From an optimization exercise on the open Yosys and OpenROAD flow, aimed at small area and a short achievable clock period; shortcuts taken in it are not production practice. In this exercise RTL edits were held to simulation tests only and were not proved equivalent to the original. Power and IR drop assume default switching activity.

== run A ==
// output_timing
module output_timing#(
  parameter HFP_WIDTH=8,
  parameter HSW_WIDTH=4,
  parameter HBP_WIDTH=8,
  parameter HACTIVE_WIDTH=16,
  parameter DATA_WIDTH=8,
  parameter VFP_WIDTH=8,
  parameter VSW_WIDTH=4,
  parameter VBP_WIDTH=8,
  parameter VACTIVE_WIDTH=16
)(
  input                       clk,
  input                       rst_n,
  input                       sync_en,
  input                       hpol_i,
  input [HFP_WIDTH-1:0]       hfp_i,
  input [HSW_WIDTH-1:0]       hsw_i,
  input [HBP_WIDTH-1:0]       hbp_i,
  input [HACTIVE_WIDTH-1:0]   hactive_i,
  input [VFP_WIDTH-1:0]       vfp_i,
  input [VSW_WIDTH-1:0]       vsw_i,
  input [VBP_WIDTH-1:0]       vbp_i,
  input [VACTIVE_WIDTH-1:0]   vactive_i,
  input [DATA_WIDTH-1:0]      datar_i,
  input [DATA_WIDTH-1:0]      datag_i,
  input [DATA_WIDTH-1:0]      datab_i,
  output [DATA_WIDTH-1:0]     datar_o,
  output [DATA_WIDTH-1:0]     datag_o,
  output [DATA_WIDTH-1:0]     datab_o,
  output                      hsync_o,
  output                      vsync_o,
  output                      de_o
);
Size: roughly 710 cells after synthesis, about 6300 µm² of cells after synthesis.
Settings: LEC_CHECK=0, CAP_MARGIN=20, CORE_MARGIN=2, CORE_UTILIZATION=60, SLEW_MARGIN=20; clock period 8.0 ns.
standard.sh (not shown) runs the stock make flow with config.mk's settings and CLKGATE_MAP_FILE= SYNTH_SCRIPT=/design/flow/synth_recipe.tcl, a recipe that flattens the netlist after the stock synthesis.
==> flow/flow/run.sh <==
#!/bin/bash
# Standard ORFS layout, with plain buf_1 cells as the port buffers instead of
# the default delay-buffer cells, and timing repair aiming at 5.2 ns of setup
# slack.  Each tool's log is under orfs/logs/; make's output is in flow_make.log.
set -euo pipefail
bash standard.sh "BUFFER_PORTS_ARGS=-buffer_cell sky130_fd_sc_hd__buf_1" SETUP_SLACK_MARGIN=5.2 finish > flow_make.log 2>&1
Modified inputs, run B compared to run A
- CORE_UTILIZATION now 70, was 60
==> flow/flow/run.sh <==
#!/bin/bash
# Standard ORFS layout, with plain buf_1 cells as the port buffers instead of
# the default delay-buffer cells, and timing repair aiming at 5.0 ns of setup
# slack.  Each tool's log is under orfs/logs/; make's output is in flow_make.log.
set -euo pipefail
bash standard.sh "BUFFER_PORTS_ARGS=-buffer_cell sky130_fd_sc_hd__buf_1" SETUP_SLACK_MARGIN=5.0 finish > flow_make.log 2>&1
Results
Comparing register-to-register setup slack for run A and run B, the smaller number came from run B.
Compared with run A, run B degrades largest voltage drop on the vdd net.
The die of run B is smaller than the one used in run A.
Any difference in power share of the combinational group between run A and run B is small enough to ignore.
The part of the cycle the worst path needs number comes out higher for run B vs run A.
| leakage component of the power | run B vs run A | 0.20 nW lower |
Re part of the Yosys area used for sequential elements: no difference whatsoever between run B and run A.
Sequential share of cell area sits higher in run B than in run A.
Compared with run A, run B shows a lower maximum operating frequency.
Relative to run A, final area has decreased by 5.9% in run B.
Measured against each other, run A and run B differ in layout overhead on the synthesized area, the lower figure coming from run B.
Edits applied to the flow inputs when going from run B to run C:
- GPL_ROUTABILITY_DRIVEN newly set to 0
- CORE_UTILIZATION changed from 70 to 65
## What came out
Run C completed end to end with timing, DRC and antenna clean. Layout-stage area growth over the synthesis result: run C vs run B up 0.56 points. Changes observed in run C relative to run B: sum of buffers and inverters on the critical path has increased; final design utilization has decreased; post-route clock period utilization has decreased; total power has remained practically unchanged.
For run D, these inputs were changed with respect to run C:
- GPL_ROUTABILITY_DRIVEN removed (was 0)
==> flow/flow/run.sh <==
#!/bin/bash
# Standard ORFS layout, with plain buf_1 cells as the port buffers instead of
# the default delay-buffer cells, and timing repair aiming at 5.2 ns of setup
# slack.  Each tool's log is under orfs/logs/; make's output is in flow_make.log.
set -euo pipefail
bash standard.sh "BUFFER_PORTS_ARGS=-buffer_cell sky130_fd_sc_hd__buf_1" SETUP_SLACK_MARGIN=5.2 finish > flow_make.log 2>&1
==> results.txt <==
Run C has a lower critical path depth than run D. | global-route total usage across every layer | higher: run D |. After detailed routing, run C needs less wire than run D. Summary of run D over run C: share of the clock period used by the worst path after layout now sits lower, summed area of non-filler cells in the final layout now sits higher, sum of internal, switching and leakage power now sits higher, cell count now sits higher, final critical-path setup slack now sits higher. Re growth of design area from synthesis to finish: run D is 5.1 points up on run C.


output_timing again, from the RTL that the note above started with.
==> flow/config.mk <==
export PLATFORM = sky130hd
export DESIGN_NAME = output_timing
export DESIGN_NICKNAME = output_timing
export VERILOG_FILES = /design/flow/design.v
export SDC_FILE = /design/flow/constraint.sdc
export NUM_CORES = 4
export LEC_CHECK = 0
export CAP_MARGIN = 20
export CORE_MARGIN = 2
export CORE_UTILIZATION = 60
export CTS_BUF_LIST = sky130_fd_sc_hd__clkbuf_8
export CTS_CLUSTER_SIZE = 30
export SLEW_MARGIN = 20
==> flow/constraint.sdc <==
create_clock -name core_clock -period 8.0 [get_ports {clk}]
set_input_delay 1.6000 -clock core_clock [delete_from_list [all_inputs] [get_ports {clk}]]
set_output_delay 1.6000 -clock core_clock [all_outputs]
set_load 0.01 [all_outputs]
==> flow/flow/run.sh <==
#!/bin/bash
# Standard ORFS layout, with plain buf_2 cells as the port buffers instead of
# the default delay-buffer cells, and timing repair aiming at 5.0 ns of setup
# slack.  Each tool's log is under orfs/logs/; make's output is in flow_make.log.
set -euo pipefail
bash standard.sh "BUFFER_PORTS_ARGS=-buffer_cell sky130_fd_sc_hd__buf_2" SETUP_SLACK_MARGIN=5.0 finish > flow_make.log 2>&1
The first run finished with timing, DRC and antenna clean.
Edit:
==> flow/flow/run.sh (replaced) <==
#!/bin/bash
# Standard ORFS layout, with plain buf_1 cells as the port buffers instead of
# the default delay-buffer cells, and timing repair aiming at 5.0 ns of setup
# slack.  Each tool's log is under orfs/logs/; make's output is in flow_make.log.
set -euo pipefail
bash standard.sh "BUFFER_PORTS_ARGS=-buffer_cell sky130_fd_sc_hd__buf_1" SETUP_SLACK_MARGIN=5.0 finish > flow_make.log 2>&1
CORE_UTILIZATION = 65   (was 60)
CTS_BUF_LIST = default   (was sky130_fd_sc_hd__clkbuf_8)
CTS_CLUSTER_SIZE = default   (was 30)
TNS_END_PERCENT = 50   (was default)
Result:
- The changed run produced a clean layout
- clock power came out higher by a few percent
- combinational power went down by roughly a tenth
- non-clock buffer count shrinks by 2
- cell count fell slightly
- final area went down by a few percent
- setup slack gets worse by 0.013 ns
- count of clock-buffer cells in the layout grows by 1
- via count is about the same
- clock skew stays flat
- worst hold slack is about the same
- wire length drops by a few percent

## afterwards: timing with drivers on the ports
In the flow no input, the clock included, has a driving cell. The finished layouts below were timed again as built, in two steps.
Step 1: set_driving_cell puts a clkbuf_16 on clk and a buf_2 on each other input, an assumption about the parent block.
Step 2 moves the port delays by t, midway between the first and last clock arrival at a register: inputs arrive t later, outputs are due t later. That takes back most of the time a late clock gives input paths.
Slacks: ideal / step 1 / step 2; pairs: ideal / step 1.
run | t (ns) | slack for setup (ns) | slew at the worst register clock pin (ns)
run A | 0.415 | 5.044 / 5.040 / 4.624 | 0.10 / 0.10
run B | 0.390 | 4.968 / 4.955 / 4.565 | 0.11 / 0.11
run C | 0.411 | 5.027 / 5.033 / 4.622 | 0.11 / 0.11
run D | 0.413 | 5.043 / 5.035 / 4.622 | 0.12 / 0.12
the first run of note 2 | 0.403 | 4.979 / 4.963 / 4.560 | 0.11 / 0.11
the second run of note 2 | 0.402 | 4.966 / 4.974 / 4.572 | 0.11 / 0.11
After both steps every run listed still meets setup and hold. The setup slack of run D, which loses most, moves by -0.008 ns with the drivers and by -0.421 ns with both steps.
